What follows belongs to an exercise in optimizing a design on an open flow for small area, a short achievable clock period and few clock cycles per item; a production flow would make more cautious choices.
Function was not checked in any run shown here: the RTL went through the layout flow alone.
Power figures rest on the tool's default switching activity, not on a simulated workload.

==> design/flow/design.v <==
module adder (A, B, result);
  parameter WIDTH = 32;
  input logic [WIDTH-1:0] A, B;
  output logic [WIDTH-1:0] result;
  assign result = A + B;
endmodule
module xorer (A, B, result);
  parameter WIDTH = 32;
  input logic [WIDTH-1:0] A, B;
  output logic [WIDTH-1:0] result;
  assign result = A ^ B;
endmodule
module xorer3 (A, B, C, result);
  parameter WIDTH = 32;
  input logic [WIDTH-1:0] A, B, C;
  output logic [WIDTH-1:0] result;
  assign result = A ^ B ^ C;
endmodule
module bcrypt_core (
  input  logic         clk,
  input  logic         reset_l,
  input  logic         start,
  input  logic [4:0]   cost,
  input  logic [127:0] salt,
  input  logic [575:0] key,
  output logic [31:0]  s_addr,
  output logic [3:0]   s_we,
  output logic [127:0] s_wdata,
  input  logic [127:0] s_rdata,
  output logic [191:0] hash,
  output logic         done
);
  localparam logic [575:0] PI_P = 576'h8979fb1b9216d5d9b54709173f84d5b5c97c50ddc0ac29b734e90c6cbe5466cf38d01377452821e6ec4e6c89082efa98299f31d0a40938220370734413198a2e85a308d3243f6a88;
  localparam logic [191:0] CTEXT = {32'h6f756274, 32'h63727944, 32'h64657253, 32'h65686f6c, 32'h65616e42, 32'h4f727068};
  localparam logic [1:0] PH_SALTED = 2'd0,   
                         PH_KEY    = 2'd1,   
                         PH_SALT   = 2'd2,   
                         PH_CTEXT  = 2'd3;   
  localparam logic [9:0] CNT_P0 = 10'd1015;  
  logic         busy, done_r;
  logic [4:0]   k;        
  logic         rot2;     
  logic [1:0]   phase;
  logic [9:0]   cnt;      
  logic [30:0]  iter;
  logic [575:0] P;        
  logic [31:0]  l, r;     
  logic [63:0]  c1, c2;   
  wire in_exp  = (phase != PH_CTEXT);
  wire ppart   = in_exp & cnt[9];
  wire keyen   = in_exp & (cnt == CNT_P0) & ~rot2;
  wire salten  = (phase == PH_SALTED) & (k[4:1] == 4'd0) & ~rot2;
  wire k17     = (k == 5'd17);
  wire exp_end = in_exp & (cnt == 10'd511);
  wire ct_end  = (cnt == 10'd191);
  wire [31:0] iter_inc = {1'b0, iter} + 32'd1;
  wire it_last = iter_inc[cost];
  logic [17:0] kh;
  always_comb
    for (int i = 0; i < 18; i++) kh[i] = (k == i);
  logic [31:0] kmux, pi_w;
  always_comb begin
    kmux = 32'h0;
    pi_w = 32'h0;
    for (int i = 0; i < 18; i++) begin
      kmux = kmux | ({32{kh[i]}} & key[32*i +: 32]);
      pi_w = pi_w | ({32{kh[i]}} & PI_P[32*i +: 32]);
    end
  end
  wire [1:0]  ssel = (phase == PH_SALT) ? k[1:0] : {~cnt[0], k[0]};
  wire [31:0] smux = salt[32*ssel +: 32];
  wire [31:0] kw    = (phase == PH_SALT) ? smux : kmux;
  wire [31:0] pv    = (keyen & (phase == PH_SALTED)) ? pi_w : P[31:0];
  wire [31:0] tailv = pv ^ (keyen ? kw : 32'h0);
  wire [31:0] head  = tailv ^ (salten ? smux : 32'h0);
  wire [31:0] f_a = s_rdata[31:0] + s_rdata[63:32];
  wire [31:0] f_x = f_a ^ s_rdata[95:64];
  wire [31:0] f   = f_x + s_rdata[127:96];
  wire [31:0] t   = r ^ head;
  wire [31:0] l_next = t ^ ((k != 5'd0) ? f : 32'h0);
  wire sw = busy & in_exp & ~cnt[9] & (k >= 5'd16);
  always_comb begin
    s_addr = {l_next[7:0], l_next[15:8], l_next[23:16], l_next[31:24]};
    s_we = 4'b0000;
    s_wdata = {4{l ^ ((k == 5'd16) ? P[63:32] : 32'h0)}};
    if (sw) begin
      s_we[cnt[8:7]] = 1'b1;
      s_addr[8*cnt[8:7] +: 8] = {cnt[6:0], k[0]};
    end
  end
  assign hash = {l, r, c2, c1};
  assign done = done_r;
  wire [3:0] pidx = cnt[3:0] - 4'd7;
  wire [31:0] tail = (rot2 && k[4:1] == pidx) ? (k[0] ? l : r) : tailv;
  always_ff @(posedge clk)
    P <= {tail, P[575:32]};
  always_ff @(posedge clk) begin
    if (~reset_l) begin
      busy   <= 1'b0;
      done_r <= 1'b0;
    end
    else if (!busy) begin
      if (start) begin
        busy   <= 1'b1;
        done_r <= 1'b0;
        phase  <= PH_SALTED;
        cnt    <= CNT_P0;
        k      <= 5'd0;
        rot2   <= 1'b0;
        iter   <= 31'd0;
        r      <= 32'h0;
        l      <= 32'h0;
      end
    end
    else begin
      k <= k17 ? 5'd0 : k + 5'd1;
      if (rot2) begin
        if (k17) begin
          rot2 <= 1'b0;
          cnt  <= cnt + 10'd1;
        end
      end
      else if (!k17) begin
        l <= l_next;
        r <= l;
      end
      else if (phase == PH_CTEXT) begin
        cnt <= cnt + 10'd1;
        if (ct_end) begin
          r      <= t;
          busy   <= 1'b0;
          done_r <= 1'b1;
        end
        else begin
          r  <= c1[31:0];
          l  <= c1[63:32];
          c1 <= c2;
          c2 <= {l, t};
        end
      end
      else if (exp_end) begin
        cnt <= CNT_P0;
        r   <= 32'h0;
        l   <= 32'h0;
        if (phase == PH_SALT) begin
          if (it_last) begin
            phase <= PH_CTEXT;
            cnt   <= 10'd0;
            r     <= CTEXT[31:0];
            l     <= CTEXT[63:32];
            c1    <= CTEXT[127:64];
            c2    <= CTEXT[191:128];
          end
          else begin
            iter  <= iter_inc[30:0];
            phase <= PH_KEY;
          end
        end
        else
          phase <= phase + 2'd1;
      end
      else begin
        r <= t;
        if (ppart) rot2 <= 1'b1;
        else       cnt  <= cnt + 10'd1;
      end
    end
  end
endmodule
==> design/flow/flow/run.sh <==
#!/bin/bash
# The standard layout, with the ports buffered by buf_2 cells.
set -euo pipefail
export BUFFER_PORTS_ARGS="-buffer_cell sky130_fd_sc_hd__buf_2"
bash standard.sh > standard.log 2>&1
==> design/flow/standard.sh <==
#!/bin/bash
# synth_recipe.tcl (not shown) runs the flow's synth.tcl, then flattens the netlist and writes it again
# the make line also repeats each setting of config.mk as NAME=value (left out here)
make -C /OpenROAD-flow-scripts/flow DESIGN_CONFIG=/design/flow/config.mk WORK_HOME=/design/flow/orfs CLKGATE_MAP_FILE= SYNTH_SCRIPT=/design/flow/synth_recipe.tcl "${@:-finish}"
==> design/flow/config.mk <==
export PLATFORM = sky130hd
export DESIGN_NAME = bcrypt_core
export DESIGN_NICKNAME = bcrypt_core
export VERILOG_FILES = /design/flow/design.v
export SDC_FILE = /design/flow/constraint.sdc
export NUM_CORES = 4
export LEC_CHECK = 0
export CAP_MARGIN = 30
export CORE_MARGIN = 2
export CORE_UTILIZATION = 40
export SLEW_MARGIN = 40
==> design/flow/constraint.sdc <==
create_clock -name core_clock -period 10.0 [get_ports {clk}]
set_input_delay 2.0000 -clock core_clock [delete_from_list [all_inputs] [get_ports {clk}]]
set_output_delay 2.0000 -clock core_clock [all_outputs]
set_load 0.01 [all_outputs]
==> flow_metrics.py, run 1 <==
metrics = {
    "yosys": {
        "synthTopCellsByCount": "578 x dfxtp_1, 241 x edfxtp_1, 201 x nand2_1",
        "yosys-top-cells-area": "dfxtp_1 32%, edfxtp_1 20%, xnor2_1 4.6%",
        "synth_edf_count": 241,
        "post_synth_num_cell_types": 90,
        "syn_area_per_cell_um2": 11.0,
        "syn_inst": 3237,
        "ys_ff_latch": 819,
        "yosysTopAreaCell": "dfxtp_1",
        "synthMostInstantiatedCell": "dfxtp_1",
        "synth_fp_nets": 4156,
        "yosys_warnings": 1,
        "syn-cell-area_mm2": 0.0357,
        "async_reset_ff_share_pct": 0,
        "synth_top_area_share_pct": 32.4,
        "ys.flop_type": "dfxtp_1",
        "seq_area_frac_synth_pct": 52.7,
    },
    "outcome": {
        "lastStage": "3_2_place_iop",
        "stop_error": "[ERROR PPL-0024] Number of IO pins (1197) exceeds maximum number of available positions (1092). Increase the die perimeter from 1210.98um to 1627.92um.",
        "status": "did not finish",
    },
    "floorplanning": {
        "initial_utilization_pct": 40.4,
        "dieHeight_um": 303,
        "die-width_um": 303,
        "rows": 109,
    },
}
## cells by family after synthesis
kind of cell,after synthesis,share of synthesized area (%)
compound gates,762,15.4
simple gates,801,11.5
buf+inv,335,4.84
fa+ha+maj,79,2.81
xor+xnor,284,6.97
flops,819,52.7
mux,157,5.79
==> inputs of run 2 (changes only) <==
--- a/design/flow/config.mk
+++ b/design/flow/config.mk
@@ -7,5 +7,5 @@
 export LEC_CHECK = 0
 export CAP_MARGIN = 30
 export CORE_MARGIN = 2
-export CORE_UTILIZATION = 40
+export CORE_UTILIZATION = 20
 export SLEW_MARGIN = 40
==> run 2 against run 1 <==
Against the previous run:
- the run now finishes clean
- area after synthesis unchanged
- synthesized cell count is the same
==> flow_metrics.py, run 2 <==
metrics = {
    "routing": {
        "wl_per_cell_um": 37.9,
        "avgViaCountPerCell": 4.88,
        "final_antenna_net_count": 0,
        "via_count": 33300,
        "drcViolationCount": 0,
        "drt_iter0_markers": 3248,
        "drtPass1Iterations": 6,
        "wirelength_mm": 259,
    },
    "critical_path": {
        "cp_slowest_stage_delay_ns": 0.37,
        "slowest_stage": "a211oi_1",
        "critPathCaptureType": "primary output",
        "start_kind": "input pin",
        "worst_ep_arrival_time_ns": 7.57,
        "worstPathRequired_ns": 8.00,
        "criticalPathCategory": "in2out",
        "path_delay_family": "compound AO/OA/AOI/OAI gates",
        "crit_path_frequent_cell": "a21o_1",
        "crit_buf_inv": 4,
        "cp_max_fo": 6,
    },
    "grt": {
        "grtUsageTotal_pct": 27.3,
        "antenna_found_initial": 196,
        "gr-total-overflow": 0,
        "grt_max_degree": 83,
        "grt_pass1_wl_mm": 323,
        "first_global_vias": 31600,
    },
    "min_path": {
        "min_path_type": "reg2reg",
    },
    "floorplanning": {
        "die-width_um": 426,
        "dieHeight_um": 426,
        "rows": 155,
        "pin_count": 1197,
        "initial_utilization_pct": 20.1,
        "coreArea_mm2": 0.178,
        "dieArea_mm2": 0.182,
    },
    "yosys": {
        "synthTopCellsByCount": "578 x dfxtp_1, 241 x edfxtp_1, 201 x nand2_1",
        "synthAdderAreaFrac_pct": 2.81,
        "yosys-top-cells-area": "dfxtp_1 32%, edfxtp_1 20%, xnor2_1 4.6%",
        "yosysTopAreaCell": "dfxtp_1",
        "syn_area_per_cell_um2": 11.0,
        "synth.area.mux_share_pct": 5.79,
        "synth_top_family_by_area": "compound AO/OA/AOI/OAI gates",
        "ys.flop_type": "dfxtp_1",
        "seq_area_frac_synth_pct": 52.7,
        "yosys_warnings": 1,
        "synth_edf_count": 241,
        "ys_ff_latch": 819,
        "synth_top_area_share_pct": 32.4,
        "synth_compound_area_share_pct": 15.4,
        "synth_fp_nets": 4156,
        "yosys.area_share.xor_xnor_pct": 6.97,
        "syn_inst": 3237,
        "syn-cell-area_mm2": 0.0357,
        "async_reset_ff_share_pct": 0,
        "post_synth_num_cell_types": 90,
        "synth-simple-area-share_pct": 11.5,
        "synthMostInstantiatedCell": "dfxtp_1",
    },
    "sta": {
        "report.final.slew_viol_count": 0,
        "finalHoldViolCount": 0,
        "clock-skew-final_ns": 0.0393,
        "setup-violations-final": 0,
        "worstMarginPinSlew_ns": 0.929,
        "post-route-period-util_pct": 95.7,
        "final.min_clock_period_ns": 9.57,
        "rsz0062_at_grt": "no",
        "tns_ns": 0,
        "slew_headroom_pct": 37.6,
        "fmax_mhz": 104,
    },
    "cts": {
        "clkTransAtPathRegs_ns": 0.07,
        "clockRootBuffer": "clkbuf_16",
        "clock_latency_ns": 0.69,
        "htreeDepth": 3,
        "cts.sinks": 819,
        "numCtsBuffers": 75,
        "post_cts_buffers": 0,
        "tritoncts": "done",
        "clockBufferDepth": 3,
    },
    "finish": {
        "drive_gt1_share_pct": 37.1,
        "num-nets-final": 5246,
        "final_cell_mix": "1200 x buf_2, 577 x dfxtp_1, 241 x edfxtp_1, 199 x nand2_1, 176 x xnor2_1",
        "largestRegisters": "P (576), c1 (64), c2 (64)",
        "syn2layout_area_growth_pct": 32.8,
        "largest_register": "P",
        "largest_register_ff_count": 576,
        "layout_commonest_cell": "buf_2",
    },
    "pwr": {
        "p_leak_nw": 19.1,
        "fin_total_pwr_mw": 9.01,
        "ir_drop_v": 0.000155,
        "powerDensity_mw_per_mm2": 190,
    },
    "placed_design": {
        "io_buffer_count": 1196,
        "routabilityCongestion": 0.952,
        "detailed_place_hpwl_mm": 215,
    },
    "job": {
        "cap_viol_max_count": 0,
    },
    "outcome": {
        "status": "timing/DRC/antenna clean",
    },
}
==> run 2: path summary, 6_finish.rpt <==
path	from	endpoint	slack [ns]	depth (start not counted)
setup / recovery	s_rdata[0]	s_addr[7]	0.43	27
hold / removal	P[478]	P[446]	0.31	0
setup reg to reg	k[1]	l[21]	4.16	12
hold reg to reg	P[478]	P[446]	0.31	0
==> run 2: worst reg2reg max path: stages (launching register included) <==
cell      delay [ns]
edfxtp_1        0.54
inv_1           0.33
ha_2            0.66
nor4bb_4        0.59
buf_4           0.46
a22oi_1         0.17
nand4_1         0.22
a221oi_1        0.15
a211oi_2        0.66
xor2_1          0.38
xnor2_1         0.85
xnor2_1         0.21
a221o_2         0.39
==> run 2: metal layers <==
layer	up-vias	routed length, µm	track usage, %
met5	-	398	0
met4	58	14500	13.8
met3	616	19100	6.25
met2	2073	134000	49.8
met1	16500	90900	29.3
li1	14100	-	-
==> run 2: timing repair <==
item	CTS	global route
endpoints found under the hold margin	0	0
gates resized for setup	0	3
hold buffers	0	0
setup endpoints to repair	0	1
==> run 2: report_power, final <==
group,internal [mW],switching [mW],total [mW],leakage (nW)
Clock,1.67,1.38,3.05,1.29
Sequential,3.63,0.132,3.76,6.95
Combinational,0.818,1.38,2.20,10.9
Total,6.11,2.90,9.01,19.1
==> run 2: logic make-up after synthesis <==
kind of cell / after synthesis
XOR/XNOR: 284
flip-flops: 819
adder cells (fa/ha/maj): 79
multiplexers: 157
buffers and inverters: 335
AND/OR/NAND/NOR: 801
AO/OA/AOI/OAI: 762
==> run 2: final cells by class <==
type / count / area, µm²
multi-input cells: 2083 / 15700
clock buffers: 102 / 2160
well taps: 2355 / 2950
fillers: 18900 / 130000
diodes: 84 / 210
flip-flops and latches: 819 / 18800
inverters: 37 / 140
clock inverters: 38 / 487
repair buffers: 1311 / 6940
==> run 2: metrics by stage <==
step / std cells / hold WS (ns) / cell area [µm²] / utilization (%) / worst slack (ns)
after global routing: 6799 / 0.316 / 47300 / 26.6 / 0.0391
final: 6829 / 0.313 / 47400 / 26.7 / 0.427
after floorplan: 3237 / 0.310 / 35700 / - / 0.735
after global placement: 6593 / 0.310 / 44200 / 24.9 / 0.0444
after detailed placement: 6605 / 0.312 / 44500 / 25.0 / 0.109
after CTS: 6745 / 0.305 / 47200 / 26.5 / 0.0928
==> inputs of run 3 (changes only) <==
--- a/design/flow/config.mk
+++ b/design/flow/config.mk
@@ -8,4 +8,5 @@
 export CAP_MARGIN = 30
 export CORE_MARGIN = 2
 export CORE_UTILIZATION = 20
+export SETUP_SLACK_MARGIN = 3
 export SLEW_MARGIN = 40
==> run 3 against run 2 <==
Against the previous run:
- hold slack got worse by 0.044 ns
- non-clock buffer count grew 130
- total power grew 11%
- worst setup slack improved by 0.91 ns
- global-route usage barely moved
- critical path depth fell by 1
==> flow_metrics.py, run 3 <==
metrics = {
    "yosys": {
        "synth_top_area_share_pct": 32.4,
        "yosys_warnings": 1,
        "yosys-top-cells-area": "dfxtp_1 32%, edfxtp_1 20%, xnor2_1 4.6%",
        "synthMostInstantiatedCell": "dfxtp_1",
        "ys.flop_type": "dfxtp_1",
        "yosysTopAreaCell": "dfxtp_1",
        "syn-cell-area_mm2": 0.0357,
        "async_reset_ff_share_pct": 0,
        "synthTopCellsByCount": "578 x dfxtp_1, 241 x edfxtp_1, 201 x nand2_1",
        "syn_inst": 3237,
        "ys_ff_latch": 819,
        "synth_edf_count": 241,
        "synth_fp_nets": 4156,
        "syn_area_per_cell_um2": 11.0,
        "post_synth_num_cell_types": 90,
        "seq_area_frac_synth_pct": 52.7,
    },
    "critical_path": {
        "worst_ep_arrival_time_ns": 6.67,
        "crit_path_frequent_cell": "buf_4",
        "crit_buf_inv": 5,
        "cp_max_fo": 4,
        "worstPathRequired_ns": 8.00,
        "slowest_stage": "fa_2",
        "critPathCaptureType": "primary output",
        "criticalPathCategory": "in2out",
        "cp_slowest_stage_delay_ns": 0.39,
        "start_kind": "input pin",
        "path_delay_family": "compound AO/OA/AOI/OAI gates",
    },
    "finish": {
        "layout_commonest_cell": "buf_2",
        "num-nets-final": 5382,
        "syn2layout_area_growth_pct": 40.6,
        "final_cell_mix": "1181 x buf_2, 577 x dfxtp_1, 241 x edfxtp_1, 201 x buf_4, 192 x nand2_1",
        "drive_gt1_share_pct": 42.4,
        "largest_register_ff_count": 576,
        "largest_register": "P",
        "largestRegisters": "P (576), c1 (64), c2 (64)",
    },
    "pwr": {
        "p_switching_mw": 3.20,
        "p_clk_share_pct": 33.4,
        "p_seq_share_pct": 37.5,
        "fin_total_pwr_mw": 9.99,
        "p_leak_nw": 20.4,
        "switching_share_pct": 32.0,
        "internal-power_mw": 6.80,
        "p_comb_share_pct": 29.1,
        "ir_drop_v": 0.000136,
        "powerDensity_mw_per_mm2": 199,
    },
    "placed_design": {
        "io_buffer_count": 1196,
        "detailed_place_hpwl_mm": 214,
        "routabilityCongestion": 0.952,
    },
    "grt": {
        "grt_max_degree": 104,
        "grt_pass1_wl_mm": 324,
        "antenna_found_initial": 185,
        "gr-total-overflow": 0,
        "grtUsageTotal_pct": 27.4,
        "first_global_vias": 32000,
    },
    "sta": {
        "slew_headroom_pct": 38.2,
        "worstMarginPinSlew_ns": 0.920,
        "post-route-period-util_pct": 86.7,
        "final.min_clock_period_ns": 8.67,
        "setup-violations-final": 0,
        "clock-skew-final_ns": 0.0851,
        "report.final.slew_viol_count": 0,
        "tns_ns": 0,
        "fmax_mhz": 115,
        "finalHoldViolCount": 0,
        "rsz0062_at_grt": "yes",
    },
    "routing": {
        "wirelength_mm": 259,
        "drcViolationCount": 0,
        "via_count": 33700,
        "final_antenna_net_count": 0,
        "drt_iter0_markers": 3214,
        "drtPass1Iterations": 5,
        "wl_per_cell_um": 37.0,
        "avgViaCountPerCell": 4.82,
    },
    "cts": {
        "tritoncts": "done",
        "clock_latency_ns": 0.72,
        "htreeDepth": 3,
        "cts.sinks": 819,
        "clockBufferDepth": 3,
        "clockRootBuffer": "clkbuf_16",
        "clkTransAtPathRegs_ns": 0.06,
        "numCtsBuffers": 81,
        "cts.hold.buffers_added": 0,
    },
    "floorplanning": {
        "rows": 155,
        "coreArea_mm2": 0.178,
        "initial_utilization_pct": 20.1,
        "pin_count": 1197,
        "dieArea_mm2": 0.182,
        "die-width_um": 426,
        "dieHeight_um": 426,
    },
    "min_path": {
        "min_path_type": "reg2reg",
    },
    "job": {
        "cap_viol_max_count": 0,
    },
    "outcome": {
        "status": "timing/DRC/antenna clean",
    },
}
run 3: cell counts after synthesis:
Identical to the previous run, type by type.
run 3: metrics by stage:
stage | hold WS (ns) | std cells | worst slack (ns) | cell area (µm²) | utilization (%)
final | 0.269 | 7000 | 1.33 | 50200 | 28.2
after global routing | 0.285 | 6979 | 1.16 | 50100 | 28.2
after CTS | 0.270 | 6860 | 1.29 | 49200 | 27.7
after detailed placement | 0.312 | 6622 | 0.557 | 44800 | 25.2
after global placement | 0.310 | 6602 | 0.639 | 44400 | 25.0
after floorplan | 0.310 | 3237 | 2.06 | 35900 | -
run 3: cells by family after synthesis:
| family | count (synthesis) | share of synthesized area [%] |
|---|---|---|
| AND/OR/NAND/NOR | 801 | 11.5 |
| multiplexers | 157 | 5.79 |
| adder cells (fa/ha/maj) | 79 | 2.81 |
| AO/OA/AOI/OAI | 762 | 15.4 |
| flip-flops | 819 | 52.7 |
| buffers and inverters | 335 | 4.84 |
| XOR/XNOR | 284 | 6.97 |
run 3: final cells by class:
class | count | area (µm²)
Fill cell | 18500 | 128000
Inverter | 37 | 145
Antenna cell | 114 | 285
Timing Repair Buffer | 1441 | 8150
Clock inverter | 45 | 651
Multi-Input combinational cell | 2083 | 16900
Clock buffer | 106 | 2300
Tap cell | 2355 | 2950
Sequential cell | 819 | 18800
run 3: final timing paths:
| check | slack [ns] | cells past startpoint | end | startpoint |
|---|---|---|---|---|
| worst max-delay path | 1.33 | 26 | s_addr[7] | s_rdata[1] |
| worst min-delay path | 0.27 | 0 | P[429] | P[461] |
| worst min register to register | 0.27 | 0 | P[429] | P[461] |
| worst max register to register | 2.37 | 34 | l[10] | k[4] |
run 3: what timing repair did:
action	4_1_cts	5_1_grt
gates resized for setup	177	85
pin swaps	102	74
setup buffers	87	25
setup endpoints to repair	32	32
run 3: power groups by stage:
| stage | sequential (mW) | combinational, mW | clock, mW |
|---|---|---|---|
| after global placement | 3.82 | 2.20 | 0 |
| after floorplan | 3.77 | 1.17 | 0 |
| after CTS | 3.75 | 2.64 | 3.40 |
| after global routing | 3.76 | 3.04 | 3.53 |
| final | 3.75 | 2.91 | 3.34 |
| after detailed placement | 3.82 | 2.23 | 0 |
run 3: routing by layer:
metal	vias to the layer above	routed length, µm	share of wire (%)	global-route usage, %
li1	14400	-	-	-
met1	16700	93400	36	29.8
met2	1988	133000	51	49.0
met3	591	17300	6.7	6.03
met4	64	15400	5.9	15.0
met5	-	424	0.16	0

separate check: timing with driven ports:
Ports are ideal in the flow. The routed layouts listed here were re-timed in OpenROAD.
Step 1 sets driving cells, clkbuf_16 on the clock port and buf_2 on the other inputs (assumed; they add their load-dependent delay and slew).
Step 2 adds t to the input delays and takes it off the output delays; t is the mean of the earliest and latest rising clock arrival at the registers after step 1. Input paths then give back, and output paths get back, about the clock's delay inside the block.
Three values: ideal, step 1, step 2; two values: the first two.
run	shift t [ns]	setup WS [ns]	hold WS [ns]	latest minus earliest clock arrival (ns)
run 2	0.772	0.427 / 0.304 / 0.304	0.313 / 0.313 / 0.313	0.040 / 0.039
run 3	0.789	1.333 / 1.286 / 0.837	0.269 / 0.269 / 0.269	0.085 / 0.085
After both steps every run listed still meets setup and hold. For run 3, which loses most, drivers alone change the setup slack by -0.047 ns; drivers and shift together by -0.496 ns.
